This is an optimization exercise on Yosys and OpenROAD, whose aim is small area, not a production implementation.
Only simulation tests tie the RTL to the original design; equivalence was not proved.
The clock port is modelled as an ideal driver, which makes a skipped or thinned clock tree look cheaper than it is; a real chip needs a root buffer or a tree.
No activity file was given, so power comes from the tool's default toggle rates.

## job 101
==> flow/design.v <==
module debouncing #(
    parameter integer THRESHOLD = 100
)(
    input  wire clk,
    input  wire reset,
    input  wire btn,
    output reg  transmit
);
    reg ff1, ff2;
    reg [6:0] cnt;
    function automatic h(input [5:0] x);
        h = ~(x[3] ^ (x[1] | (x[0] & x[2])));
    endfunction
    wire top    = &cnt;                  
    wire bottom = ~|cnt;                 
    wire f = (cnt[6] ^ h(cnt[5:0])) | top;
    wire g = (cnt[0] ^ h(cnt[6:1])) & ~bottom;
    always @(posedge clk) begin
        if (reset) begin
            ff1 <= 1'b0;
            ff2 <= 1'b0;
            cnt <= 7'd0;
            transmit <= 1'b0;
        end else begin
            ff1 <= btn;
            ff2 <= ff1;
            cnt <= ff2 ? {cnt[5:0], f} : {g, cnt[6:1]};
            transmit <= top;
        end
    end
endmodule
module transmitter #(
    parameter integer CLK_FREQ  = 1000000,
    parameter integer BAUD_RATE = 9600
)(
    input  wire        clk,
    input  wire        reset,
    input  wire [7:0]  data_in,
    input  wire        transmit,
    output wire        txd,
    output wire        tx_done,
    output wire        mem_we      
);
    localparam integer BAUD_COUNT = CLK_FREQ / BAUD_RATE;
    localparam [3:0] S_DONE = 4'd0, S_IDLE_WE = 4'd1, S_IDLE = 4'd2,
                     S_PRE_WE = 4'd5, S_PRE = 4'd6, S_START = 4'd7;
    reg [3:0] st;
    reg [6:0] baudcnt;
    reg [7:0] data;
    wire active  = st[3] | st[2];
    wire baud_end = ~baudcnt[6] & baudcnt[5] & ~baudcnt[4] & baudcnt[1] & ~baudcnt[0];    
    wire idle    = ~st[3] & ~st[2];
    always @(posedge clk) begin
        baudcnt <= (active & ~baud_end) ? {~baudcnt[5:0], baudcnt[0] ^ baudcnt[6]} : 7'd0;
        if (idle & transmit) data <= data_in;
    end
    always @(posedge clk) begin
        if (reset) begin
            st <= S_IDLE;
        end else begin
            if (idle) begin
                if (st == S_DONE) st <= transmit ? S_PRE_WE : S_IDLE_WE;
                else              st <= transmit ? S_PRE    : S_IDLE;
            end else if (st == S_PRE_WE || baud_end) begin
                st <= st + 4'd1;
            end
        end
    end
    assign txd     = st[3] ? data[st[2:0]] : (st != S_START);
    assign tx_done = (st == S_DONE);
    assign mem_we  = (st == S_IDLE_WE) | (st == S_PRE_WE);
endmodule
module receiver #(
    parameter integer CLK_FREQ   = 1000000,
    parameter integer BAUD_RATE  = 9600,
    parameter integer DIV_SAMPLE = 4
)(
    input  wire       clk,
    input  wire       rst,
    input  wire       rxd,
    output wire [7:0] rxddata,
    output wire       data_ready,
    output wire       mem_re       
);
    reg [4:0] baudcnt;
    wire tick = baudcnt[4] & baudcnt[2] & baudcnt[0];    
    always @(posedge clk) begin
        if (rst | tick) baudcnt <= 5'd0;
        else            baudcnt <= {~baudcnt[3:0], baudcnt[1] ^ baudcnt[4]};
    end
    reg [1:0] sc;
    reg [3:0] bc;
    reg [9:1] rxshift;
    wire idle   = bc[3] & bc[2];
    wire active = ~bc[3] | (~bc[2] & ~bc[1]);
    wire ready  = bc[3] & bc[1] & ~bc[0] & ~bc[2];
    wire re     = bc[3] & ~bc[2] & bc[1] & bc[0];
    wire sc_last   = sc[1] & ~sc[0];       
    wire sc_sample = ~sc[1] & sc[0];       
    assign rxddata = rxshift[8:1];
    always @(posedge clk) begin
        if (rst) begin
            sc <= 2'b00;
            bc <= 4'hF;
            rxshift <= 9'h1FF;
        end else begin
            if (tick & active) begin
                sc <= {sc[0], ~sc[1]};
                if (sc_sample) rxshift <= {rxd, rxshift[9:2]};
            end
            if (re)
                bc <= 4'hF;
            else if (ready | (tick & ((active & sc_last) | (idle & ~rxd))))
                bc <= bc + 4'd1;
        end
    end
    assign data_ready = ready;
    assign mem_re     = re;
endmodule
module shared_mem #(
    parameter integer WIDTH = 8
)(
    input  wire clk,
    input  wire we,
    input  wire [WIDTH-1:0] wdata,
    input  wire re,
    output reg  [WIDTH-1:0] rdata
);
    reg [WIDTH-1:0] last;
    always @(posedge clk) begin
        if (we) last <= wdata;
        if (re) rdata <= last;
    end
endmodule
module topmodule #(
    parameter integer CLK_FREQ = 1000000,
    parameter integer BAUD_RATE = 9600,
    parameter integer DB_THRES = 100
)(
    input  wire [7:0] data_in,
    input  wire clk,
    input  wire btn,
    input  wire reset,
    output wire txd,
    output wire [7:0] mem_out_data,
    output wire [3:0] mem_wr_addr,
    output wire tx_done_dbg,
    output wire rx_ready_dbg,
    output wire [7:0] rx_byte_dbg
);
    wire transmit_db;
    wire tx_done;
    wire rx_ready;
    wire mem_we, mem_re;
    reg [3:0] write_addr;
    debouncing #(.THRESHOLD(DB_THRES)) DB (
        .clk(clk), .reset(reset), .btn(btn), .transmit(transmit_db)
    );
    transmitter #(.CLK_FREQ(CLK_FREQ), .BAUD_RATE(BAUD_RATE)) TX (
        .clk(clk), .reset(reset), .data_in(data_in),
        .transmit(transmit_db), .txd(txd), .tx_done(tx_done), .mem_we(mem_we)
    );
    receiver #(.CLK_FREQ(CLK_FREQ), .BAUD_RATE(BAUD_RATE)) RX (
        .clk(clk), .rst(reset), .rxd(txd), .rxddata(rx_byte_dbg),
        .data_ready(rx_ready), .mem_re(mem_re)
    );
    shared_mem #(.WIDTH(8)) MEM (
        .clk(clk), .we(mem_we), .wdata(data_in), .re(mem_re), .rdata(mem_out_data)
    );
    always @(posedge clk) begin
        if (reset) write_addr <= 4'd0;
        else if (tx_done) write_addr <= write_addr + 4'd1;
    end
    assign mem_wr_addr = write_addr;
    assign tx_done_dbg = tx_done;
    assign rx_ready_dbg = rx_ready;
endmodule
clock: 10.0 ns
lec_check: 0
cap_margin: 20
core_margin: 2
core_utilization: 40
slew_margin: 20
standard.sh (not shown) runs the stock make flow with config.mk's settings and CLKGATE_MAP_FILE= SYNTH_SCRIPT=/design/flow/synth_recipe.tcl, a recipe that flattens the netlist after the stock synthesis.
==> flow/flow/run.sh <==
#!/bin/bash
# Standard ORFS layout (bash standard.sh), with these changes:
#  - after the standard synthesis, the gates between the registers are
#    re-mapped by ABC for area (resyn.tcl); registers keep names and cells;
#  - gates downsized after floorplan (post_floorplan.tcl);
#  - buf_1 cells as the port buffers;
#  - TritonCTS's clock tree replaced by one level of clock buffers
#    (pre_cts.tcl).
# Each tool's output goes to its own log here and to ORFS's logs in orfs/logs.
set -euo pipefail
here=$(pwd)
export BUFFER_PORTS_ARGS="-buffer_cell sky130_fd_sc_hd__buf_1"
export PRE_CTS_TCL="$here/flow/pre_cts.tcl"
export POST_FLOORPLAN_TCL="$here/flow/post_floorplan.tcl"
export CLK_BUF_CELL="${CLK_BUF_CELL:-sky130_fd_sc_hd__clkbuf_8}"
export NCLK="${NCLK:-4}"
bash standard.sh synth > synth.log 2>&1
res=$here/orfs/results/$FLOW_PLATFORM/topmodule/base
cp $res/1_2_yosys.v $here/standard_synth.v
YOSYS=yosys
[ -x "$FLOW_HOME/../tools/install/yosys/bin/yosys" ] && YOSYS="$FLOW_HOME/../tools/install/yosys/bin/yosys"
RESYN_LIB=$FLOW_HOME/platforms/$FLOW_PLATFORM/lib/sky130_fd_sc_hd__tt_025C_1v80.lib \
RESYN_NETLIST=$res/1_2_yosys.v RESYN_ABC=$here/flow/resyn.abc RESYN_DIR=$here \
  $YOSYS -c $here/flow/resyn.tcl > resyn.log 2>&1
bash standard.sh do-1_synth > synth_odb.log 2>&1
bash standard.sh > standard.log 2>&1
==> flow/flow/pre_cts.tcl <==
# Replace TritonCTS's H-tree (9 buffers for ~70 sinks) with one level of
# clock buffers: the clock sinks are split into NCLK groups by position
# (halves in x, then halves in y) and each group gets its own buffer, placed
# at the group's centre and driven by the clock port.
set block [ord::get_db_block]
set dbu [$block getDbUnitsPerMicron]
set clk_net [$block findNet clk]
set sinks {}
foreach it [$clk_net getITerms] {
  set inst [$it getInst]
  set loc [$inst getLocation]
  lappend sinks [list [lindex $loc 0] [lindex $loc 1] "[$inst getName]/[[$it getMTerm] getName]"]
}
proc split_groups {groups axis} {
  set out {}
  foreach g $groups {
    set s [lsort -integer -index $axis $g]
    set h [expr {[llength $s] / 2}]
    lappend out [lrange $s 0 [expr {$h - 1}]] [lrange $s $h end]
  }
  return $out
}
set groups [list $sinks]
set ng $::env(NCLK)
set axis 0
while {[llength $groups] < $ng} {
  set groups [split_groups $groups $axis]
  set axis [expr {1 - $axis}]
}
set i 0
foreach g $groups {
  set sx 0; set sy 0; set pins {}
  foreach s $g {
    set sx [expr {$sx + [lindex $s 0]}]
    set sy [expr {$sy + [lindex $s 1]}]
    lappend pins [get_pins [lindex $s 2]]
  }
  set n [llength $g]
  set cx [expr {double($sx) / $n / $dbu}]
  set cy [expr {double($sy) / $n / $dbu}]
  puts "clock group $i: $n sinks, buffer at $cx $cy"
  insert_buffer -buffer_cell $::env(CLK_BUF_CELL) -net clk -load_pins $pins \
    -location [list $cx $cy] -buffer_name clkbuf_$i -net_name clk_$i
  incr i
}
rename clock_tree_synthesis orig_clock_tree_synthesis
proc clock_tree_synthesis {args} { puts "clock_tree_synthesis skipped: clock buffers inserted by pre_cts.tcl" }
==> flow/flow/resyn.abc <==
strash
dc2
dch -f
amap
==> flow/flow/resyn.tcl <==
# Re-map the combinational logic of the standard synthesis netlist for area.
# The registers (dfxtp/edfxtp instances) are kept as they are, with their
# names and cell types; only the gates between them are re-mapped by ABC.
yosys -import
set lib $::env(RESYN_LIB)
set net $::env(RESYN_NETLIST)
read_liberty -ignore_miss_func $lib
read_verilog $net
hierarchy -top $::env(FLOW_TOP)
set seq {}
foreach c {dfxtp_1 dfxtp_2 dfxtp_4 edfxtp_1 dfrtp_1 dfstp_1 dfxbp_1 dfrbp_1 sdfxtp_1 dlxtp_1} { lappend seq sky130_fd_sc_hd__$c }
blackbox {*}$seq
flatten
opt_clean -purge
tee -o $::env(RESYN_DIR)/before.stat stat -liberty $lib
abc -liberty $lib -dont_use sky130_fd_sc_hd__lpflow_* -dont_use sky130_fd_sc_hd__probe* -script $::env(RESYN_ABC)
opt_clean -purge
splitnets
opt_clean -purge
hilomap -singleton -hicell sky130_fd_sc_hd__conb_1 HI -locell sky130_fd_sc_hd__conb_1 LO
insbuf -buf sky130_fd_sc_hd__buf_4 A X
tee -o $::env(RESYN_DIR)/after.stat stat -liberty $lib
write_verilog -noattr -nohex -nodec $net
Other scripts of this flow, unchanged in this note and not shown: flow/flow/post_floorplan.tcl
Job 101 was carried through to the last stage, and its layout satisfied the timing, DRC and antenna checks.
--- input diff job 101..job 102 ---
==> flow/flow/run.sh <==
#!/bin/bash
# Standard ORFS layout (bash standard.sh), with these changes:
#  - after the standard synthesis, the gates between the registers are
#    re-mapped by ABC for area (resyn.tcl, several ABC scripts, smallest kept); registers keep names and cells;
#  - gates downsized after floorplan (post_floorplan.tcl);
#  - buf_1 cells as the port buffers;
#  - TritonCTS's clock tree replaced by one level of clock buffers
#    (pre_cts.tcl).
# Each tool's output goes to its own log here and to ORFS's logs in orfs/logs.
set -euo pipefail
here=$(pwd)
export BUFFER_PORTS_ARGS="-buffer_cell sky130_fd_sc_hd__buf_1"
export PRE_CTS_TCL="$here/flow/pre_cts.tcl"
export POST_FLOORPLAN_TCL="$here/flow/post_floorplan.tcl"
export CLK_BUF_CELL="${CLK_BUF_CELL:-sky130_fd_sc_hd__clkbuf_8}"
export NCLK="${NCLK:-4}"
bash standard.sh synth > synth.log 2>&1
res=$here/orfs/results/$FLOW_PLATFORM/topmodule/base
cp $res/1_2_yosys.v $here/standard_synth.v
YOSYS=yosys
[ -x "$FLOW_HOME/../tools/install/yosys/bin/yosys" ] && YOSYS="$FLOW_HOME/../tools/install/yosys/bin/yosys"
# Re-map with several ABC scripts and keep the smallest netlist.
mkdir -p $here/resyn
best=""; best_area=""
for abc in $here/flow/abc_*.abc; do
  name=$(basename $abc .abc)
  if RESYN_LIB=$FLOW_HOME/platforms/$FLOW_PLATFORM/lib/sky130_fd_sc_hd__tt_025C_1v80.lib \
     RESYN_IN=$here/standard_synth.v RESYN_OUT=$here/resyn/$name.v RESYN_ABC=$abc \
     $YOSYS -c $here/flow/resyn.tcl > $here/resyn/$name.log 2>&1; then
    area=$(grep -m1 "Chip area" $here/resyn/$name.v.stat | awk '{print $NF}')
    echo "$name $area" >> $here/resyn/areas.txt
    if [[ -z "$best" ]] || awk "BEGIN{exit !($area < $best_area)}"; then best=$name; best_area=$area; fi
  fi
done
echo "best $best $best_area" >> $here/resyn/areas.txt
if [[ -n "$best" ]]; then cp $here/resyn/$best.v $res/1_2_yosys.v; fi
bash standard.sh do-1_synth > synth_odb.log 2>&1
bash standard.sh > standard.log 2>&1
==> flow/flow/abc_amap.abc (new file) <==
strash
dc2
dch -f
amap
==> flow/flow/abc_map.abc (new file) <==
strash
dch -f
map -a
==> flow/flow/abc_nf.abc (new file) <==
strash
&get -n
&dch -f
&nf -R 1000
&put
==> flow/flow/abc_nfa.abc (new file) <==
strash
dc2
&get -n
&dch -f
&nf -a -R 1000
&put
==> flow/flow/abc_syn2nf.abc (new file) <==
strash
&get -n
&st
&syn2
&dch -f
&nf -a -R 1000
&put
==> flow/flow/resyn.tcl <==
# Re-map the combinational logic of the standard synthesis netlist for area
# with the ABC script RESYN_ABC, writing RESYN_OUT.
# The registers (dfxtp/edfxtp instances) are kept as they are, with their
# names and cell types; only the gates between them are re-mapped by ABC.
yosys -import
set lib $::env(RESYN_LIB)
set net $::env(RESYN_IN)
read_liberty -ignore_miss_func $lib
read_verilog $net
hierarchy -top $::env(FLOW_TOP)
set seq {}
foreach c {dfxtp_1 dfxtp_2 dfxtp_4 edfxtp_1 dfrtp_1 dfstp_1 dfxbp_1 dfrbp_1 sdfxtp_1 dlxtp_1} { lappend seq sky130_fd_sc_hd__$c }
blackbox {*}$seq
flatten
opt_clean -purge
tee -o $::env(RESYN_OUT).before.stat stat -liberty $lib
abc -liberty $lib -dont_use sky130_fd_sc_hd__lpflow_* -dont_use sky130_fd_sc_hd__probe* -script $::env(RESYN_ABC)
opt_clean -purge
splitnets
opt_clean -purge
hilomap -singleton -hicell sky130_fd_sc_hd__conb_1 HI -locell sky130_fd_sc_hd__conb_1 LO
insbuf -buf sky130_fd_sc_hd__buf_4 A X
tee -o $::env(RESYN_OUT).stat stat -liberty $lib
write_verilog -noattr -nohex -nodec $::env(RESYN_OUT)
removed: flow/flow/resyn.abc
Findings:
- Diff job 101 -> job 102: required arrival time at the worst endpoint held steady, total negative slack held steady.
- Summary of job 102 over job 101: count of unresolved DRC violations after routing ~0 delta; area of all placed cells without fillers neither gained nor lost much.
- Job 101 closes out successfully: all stages finished, all timing, DRC and antenna checks passed.
- Job 102 reached the final stage; the timing, DRC and antenna checks on its layout passed.
#### Input delta (job 103 over job 102)
- GPL_TIMING_DRIVEN: unset -> 0
-- flow/flow/run.sh --
<<< job 102, line 15
export CLK_BUF_CELL="${CLK_BUF_CELL:-sky130_fd_sc_hd__clkbuf_8}"
export NCLK="${NCLK:-4}"
bash standard.sh synth > synth.log 2>&1
res=$here/orfs/results/$FLOW_PLATFORM/topmodule/base
>>> job 103, line 15
export CLK_BUF_CELL="${CLK_BUF_CELL:-sky130_fd_sc_hd__clkbuf_8}"
export NCLK="${NCLK:-4}"
export CLK_SLEW_GUARD="${CLK_SLEW_GUARD:-0.122}"
bash standard.sh synth > synth.log 2>&1
res=$here/orfs/results/$FLOW_PLATFORM/topmodule/base
==> flow/flow/abc_amap2.abc (new file) <==
strash
dc2
dch -f
amap
strash
dch -f
amap
==> flow/flow/abc_amapm.abc (new file) <==
strash
dc2
dc2
dch -f
amap -m
==> flow/flow/abc_famap.abc (new file) <==
strash
fraig
dc2
dch -f
amap
-- flow/flow/pre_cts.tcl --
<<< job 102, line 1
# Replace TritonCTS's H-tree (9 buffers for ~70 sinks) with one level of
# clock buffers: the clock sinks are split into NCLK groups by position
# (halves in x, then halves in y) and each group gets its own buffer, placed
# at the group's centre and driven by the clock port.
set block [ord::get_db_block]
>>> job 103, line 1
# Replace TritonCTS's H-tree (9 buffers for ~70 sinks) with one level of
# clock buffers: the clock sinks are split into NCLK groups by position
# (halves in x, then halves in y; strips in x when NCLK is not a power of two) and each group gets its own buffer, placed
# at the group's centre and driven by the clock port.
set block [ord::get_db_block]
<<< job 102, line 21
  return $out
}
set groups [list $sinks]
set ng $::env(NCLK)
set axis 0
while {[llength $groups] < $ng} {
  set groups [split_groups $groups $axis]
  set axis [expr {1 - $axis}]
}
set i 0
>>> job 103, line 21
  return $out
}
set ng $::env(NCLK)
if {($ng & ($ng - 1)) == 0} {
  set groups [list $sinks]
  set axis 0
  while {[llength $groups] < $ng} {
    set groups [split_groups $groups $axis]
    set axis [expr {1 - $axis}]
  }
} else {
  # not a power of two: NCLK strips of equal sink count along x
  set s [lsort -integer -index 0 $sinks]
  set groups {}
  set n [llength $s]
  for {set k 0} {$k < $ng} {incr k} {
    lappend groups [lrange $s [expr {$k * $n / $ng}] [expr {($k + 1) * $n / $ng - 1}]]
  }
}
set i 0
<<< job 102, line 44
  incr i
}
rename clock_tree_synthesis orig_clock_tree_synthesis
proc clock_tree_synthesis {args} { puts "clock_tree_synthesis skipped: clock buffers inserted by pre_cts.tcl" }
>>> job 103, line 54
  incr i
}
set_propagated_clock [all_clocks]
estimate_parasitics -placement
set guard $::env(CLK_SLEW_GUARD)
set sizes {sky130_fd_sc_hd__clkbuf_4 sky130_fd_sc_hd__clkbuf_8 sky130_fd_sc_hd__clkbuf_16}
set k 0
foreach bit [$clk_net getITerms] {
  set inst [$bit getInst]
  set onet ""
  foreach it [$inst getITerms] { if {[$it isOutputSignal]} { set onet [$it getNet] } }
  if {$onet eq "" || $onet eq "NULL"} { continue }
  while {1} {
    set worst 0.0
    foreach it [$onet getITerms] {
      if {[$it isInputSignal]} {
        set pin [get_pins "[[$it getInst] getName]/[[$it getMTerm] getName]"]
        foreach p {slew_max_rise slew_max_fall} {
          set sl [get_property $pin $p]
          if {$sl > $worst} { set worst $sl }
        }
      }
    }
    set cur [[$inst getMaster] getName]
    set idx [lsearch -exact $sizes $cur]
    puts "clock buffer [$inst getName]: $cur, estimated worst sink slew $worst"
    if {$worst <= $guard || $idx < 0 || $idx >= [llength $sizes] - 1} { break }
    $inst swapMaster [[ord::get_db] findMaster [lindex $sizes [expr {$idx + 1}]]]
    estimate_parasitics -placement
  }
  incr k
}
rename clock_tree_synthesis orig_clock_tree_synthesis
proc clock_tree_synthesis {args} { puts "clock_tree_synthesis skipped: clock buffers inserted by pre_cts.tcl" }
-- flow/flow/resyn.tcl --
<<< job 102, line 20
opt_clean -purge
hilomap -singleton -hicell sky130_fd_sc_hd__conb_1 HI -locell sky130_fd_sc_hd__conb_1 LO
insbuf -buf sky130_fd_sc_hd__buf_4 A X
tee -o $::env(RESYN_OUT).stat stat -liberty $lib
write_verilog -noattr -nohex -nodec $::env(RESYN_OUT)
>>> job 103, line 20
opt_clean -purge
hilomap -singleton -hicell sky130_fd_sc_hd__conb_1 HI -locell sky130_fd_sc_hd__conb_1 LO
tee -o $::env(RESYN_OUT).stat stat -liberty $lib
write_verilog -noattr -nohex -nodec $::env(RESYN_OUT)
### Flow results
Compared job 103 vs job 102, and netlist area before placement is down in job 103. Worst setup slack ended up 0.13 ns lower on job 103 than on job 102. Job 103 ends up with a initial core utilization that is 0.55 points higher than in job 102. The higher post-route standard cell area excluding fillers of job 103 and job 102 is in job 102.
The following lists how job 104 was set up differently from job 103:
- a change of CORE_UTILIZATION from 40 to 65
-- flow/flow/run.sh --
<<< job 103, line 14
export POST_FLOORPLAN_TCL="$here/flow/post_floorplan.tcl"
export CLK_BUF_CELL="${CLK_BUF_CELL:-sky130_fd_sc_hd__clkbuf_8}"
export NCLK="${NCLK:-4}"
export CLK_SLEW_GUARD="${CLK_SLEW_GUARD:-0.122}"
bash standard.sh synth > synth.log 2>&1
>>> job 104, line 14
export POST_FLOORPLAN_TCL="$here/flow/post_floorplan.tcl"
export CLK_BUF_CELL="${CLK_BUF_CELL:-sky130_fd_sc_hd__clkbuf_8}"
export NCLK="${NCLK:-3}"
export CLK_SLEW_GUARD="${CLK_SLEW_GUARD:-0.122}"
bash standard.sh synth > synth.log 2>&1
--- outcome ---
Compared with job 103, job 104 is hungrier on power. Worst slack on hold paths was higher in the run labelled job 104. Per the comparison of job 104 with job 103, overall routing resource usage grew by 7.3 points, sequential share of layout area increased by 0.59 points relative to the old numbers. Re peak supply drop: job 104 is 210% up on job 103. [job 104 vs job 103] share of the cycle needed by the critical path after routing: higher in job 104. Diff job 103 -> job 104: initial cell density of the core now larger; fmax now smaller.
Setup changes, job 104 to job 105
- CORE_UTILIZATION: 65 -> 40
Results
Job 105 reports a higher part of the power in the clock network than job 104 does. Job 105: count of vias placed by the detailed router lower than job 104. Relative to job 104, the sequential group share of total power of job 105 is lower by 1.8 points. [diff] wire length, job 105 relative to job 104: improvement. Min final critical delay including setup and external delays across job 105 and job 104: job 105. Relative to job 104, global-route usage has decreased by 7.2 points in job 105. Delta (job 105 minus job 104): final cell count now sits higher, sequential share of layout area now sits lower, final area now sits higher.
No run of this note takes its clock network from TritonCTS; it comes from the design's own scripts or RTL.

re-timing with driven ports:
The results above use ideal ports. As a check the final layouts listed here were re-extracted and re-timed, cells and wires unchanged.
Step 1 assumes that a clkbuf_16 drives the clock port and a buf_2 every other input.
Step 2 also shifts input and output timing later by t, the mid clock arrival at the registers, as if the neighbouring blocks saw the same clock.
Slacks: ideal / step 1 / step 2; pairs: ideal / step 1.
run | t (ns) | setup WS [ns] | hold WS [ns] | worst data-port slew with drivers (ns)
job 101 | 0.211 | 6.266 / 6.212 / 6.423 | 0.387 / 0.387 / 0.387 | 0.03
job 102 | 0.211 | 6.266 / 6.212 / 6.423 | 0.387 / 0.387 / 0.387 | 0.03
job 103 | 0.210 | 6.131 / 6.077 / 6.287 | 0.385 / 0.385 / 0.385 | 0.05
job 104 | 0.207 | 6.092 / 6.043 / 6.115 | 0.397 / 0.397 / 0.397 | 0.04
job 105 | 0.204 | 6.156 / 6.100 / 6.304 | 0.386 / 0.386 / 0.386 | 0.05
After both steps every run listed still meets setup and hold.
